This design comes from an exercise in tuning for small area and a short achievable clock period on the open sky130 flow, not from production work.
The RTL was checked by simulation tests, not by an equivalence proof against the original design.
Power is estimated from default activity; no workload was simulated.

run 1:
## calc_top
module calc_top (
   input              clk,
   input              rst,
   input      [15:0]  data_x,
   input      [1:0]   KEY,
   input      [6:0]   SW,
   output     [7:0]   HEX0,
   output     [7:0]   HEX1,
   output     [7:0]   HEX2,
   output     [7:0]   HEX3,
   output     [7:0]   HEX4,
   output     [7:0]   HEX5,
   output     [1:0]   LEDR
   );
reg [6:0] cnt;
wire strobe = (cnt == 7'd46);
always @(posedge clk)
   cnt <= rst ? 7'd0 : {cnt[5:0], cnt[6] ^ cnt[5] ^ (cnt[5:0] == 6'd0)};
reg [13:0] n1;                  
reg [14*15-1:0] ring;           
reg [3:0]  q;                   
reg        pend;                
reg        acc;                 
reg [13:0] sa;                  
reg [11:0] sb;                  
reg [9:0]  f2, f4, f16;         
wire q_first = (q == 4'b0001);
wire q_last  = (q == 4'b1000);  
wire q_b     = (q == 4'b1110) | (q == 4'b1100) | q_last;    
wire ins = pend & q_first;
wire [13:0] tail = ring[14*15-1:14*14];
  ...
clock: 28.0 ns
lec_check: 0
cap_margin: 20
core_margin: 2
core_utilization: 65
cts_buf_list: sky130_fd_sc_hd__clkbuf_8
cts_cluster_diameter: 40
cts_cluster_size: 16
place_density: 0.8
slew_margin: 20
standard.sh (not shown) runs the stock make flow with config.mk's settings and CLKGATE_MAP_FILE= SYNTH_SCRIPT=/design/flow/synth_recipe.tcl, a recipe that flattens the netlist after the stock synthesis.
==> flow/flow/run.sh <==
#!/bin/bash
# Own layout flow: the standard synthesis, then the combinational logic
# between the registers is mapped again by ABC (the registers, their names
# and cell types stay as the standard synthesis made them), then the standard flow's
# standard layout steps from floorplan to finish, with timing repair aiming
# past zero slack and plain buffers on the ports.
set -euo pipefail
W=$(pwd)
R=$W/orfs/results/$FLOW_PLATFORM/calc_top/base
ABC_SCRIPT="+strash;dc2;b;dch,-f;map;topo;upsize;dnsize"
ABC_SCRIPT2="+strash;dch,-f;amap;topo;dnsize"
MARGIN=13
YOSYS=yosys
[[ -x $FLOW_HOME/../tools/install/yosys/bin/yosys ]] && YOSYS=$FLOW_HOME/../tools/install/yosys/bin/yosys

bash standard.sh synth > $W/std_synth.log 2>&1
cp $R/1_2_yosys.v $W/std_netlist.v

DONT_USE=$(make -s -C $FLOW_HOME DESIGN_CONFIG=$W/config.mk WORK_HOME=$W/orfs print-DONT_USE_CELLS | sed -n 's/^DONT_USE_CELLS: *//p' | tail -1)
LIB=$(make -s -C $FLOW_HOME DESIGN_CONFIG=$W/config.mk WORK_HOME=$W/orfs print-LIB_FILES | sed -n 's/^LIB_FILES: *//p' | tail -1)
export REMAP_IN=$W/std_netlist.v REMAP_OUT=$W/remap_netlist.v REMAP_LIB="$LIB" \
       REMAP_DONT_USE="$DONT_USE" REMAP_TOP=$FLOW_TOP REMAP_SCRIPT="$ABC_SCRIPT" \
       REMAP_SCRIPT2="$ABC_SCRIPT2"
$YOSYS -c $W/flow/remap.tcl > $W/remap.log 2>&1
cp $W/remap_netlist.v $R/1_2_yosys.v
rm -f $R/1_synth.odb $R/1_synth.sdc

bash standard.sh SETUP_SLACK_MARGIN=$MARGIN \
   BUFFER_PORTS_ARGS="-buffer_cell sky130_fd_sc_hd__buf_2" finish > $W/layout.log 2>&1
Other scripts of this flow, unchanged in this note and not shown: flow/flow/remap.tcl
Setup changes, run 1 to run 2
Settings: CTS_CLUSTER_DIAMETER now 45, was 40; CTS_CLUSTER_SIZE now 18, was 16.
--- a/flow/flow/run.sh
+++ b/flow/flow/run.sh
@@ -8,5 +8,5 @@
 W=$(pwd)
 R=$W/orfs/results/$FLOW_PLATFORM/calc_top/base
-ABC_SCRIPT="+strash;dc2;b;dch,-f;map;topo;upsize;dnsize"
+ABC_SCRIPT="+strash;dc2;b;dch,-f;map;topo;dnsize"
 ABC_SCRIPT2="+strash;dch,-f;amap;topo;dnsize"
 MARGIN=13
Run 2: fmax 0.00035 GHz below run 1. Compared with run 1, run 2 shows post-route standard cell area excluding fillers that has gone down slightly. Diff run 1 -> run 2: synthesized area divided by synthesized cell count decreased about 1.7%; effective utilization at floorplan dropped 0.49 points; insertion delay of the later-clocked pin in the worst-skew pair went up 0.05 ns; height of the die has decreased.
The inputs of run 3 differ from those of run 2 as listed below.
Settings: changing CORE_UTILIZATION from 65 to 60; changing CTS_CLUSTER_DIAMETER from 45 to 40; changing CTS_CLUSTER_SIZE from 18 to 16.
==> summary.txt <==
Run 3 ended up with a higher maximum fanout along the worst path than run 2 did. Run 3: relative slew slack is 0.48 points lower than what run 2 reported. On average wire per cell in the routed design: between run 3 and run 2, it ends up lower for run 3. Multi-input combinational area share ended up 0.36 points higher on run 3 than on run 2. STATUS overall power: run 3 loses against run 2. Post-layout instance area ended up 1.3% higher on run 3 than on run 2. Run 3 vs run 2 — highest ir drop seen on vdd dropped by more than 10%. The signed area change from the synthesized netlist to the final layout number comes out higher for run 3 vs run 2. Between run 3 and run 2, it is run 3 whose total global routing track utilization is lower, by 1.5 points. Run 3 went all the way through the flow, and no timing, DRC or antenna check failed. For run 3, the launch point of the critical path was SW[0], unlike run 2, where it was SW[1].
#### Input delta (run 4 over run 3)
Settings: changing CORE_UTILIZATION from 60 to 65; setting PLACE_DENSITY_LB_ADDON to 0.1 for the first time.
## What came out
Compared with run 3, run 4 instantiates a smaller number of cells.
Run 4 against run 3; post-route met1 wirelength is up slightly.
Relative to run 3, core utilization has gone up in run 4.
Number of cells on the critical path for run 4: 4 down relative to run 3

-- re-timing with driven ports --
In the flow no input, the clock included, has a driving cell. The finished layouts below were timed again as built, in two steps.
Step 1 sets driving cells, clkbuf_16 on the clock port and buf_2 on the other inputs (assumed; they add their load-dependent delay and slew).
Step 2 adds t to the input delays and takes it off the output delays; t is the mean of the earliest and latest rising clock arrival at the registers after step 1. Input paths then give back, and output paths get back, about the clock's delay inside the block.
Three values: no drivers, after step 1, after step 2; two values: the first two.
run	shift t [ns]	setup slack, ns	worst hold slack (ns)	worst register clock-pin slew, ns	cell pins on the clock port's net
run 1	0.559	13.229 / 13.162 / 13.162	0.289 / 0.289 / 0.289	0.10 / 0.10	1
run 2	0.612	13.152 / 13.103 / 13.103	0.314 / 0.314 / 0.314	0.10 / 0.10	1
run 3	0.618	13.175 / 13.082 / 13.082	0.314 / 0.314 / 0.314	0.10 / 0.10	1
run 4	0.607	13.138 / 13.067 / 13.067	0.318 / 0.318 / 0.318	0.10 / 0.10	1
After both steps setup and hold are still met in every run listed. The setup slack of run 3, which loses most, moves by -0.093 ns with the drivers and by -0.093 ns with both steps.
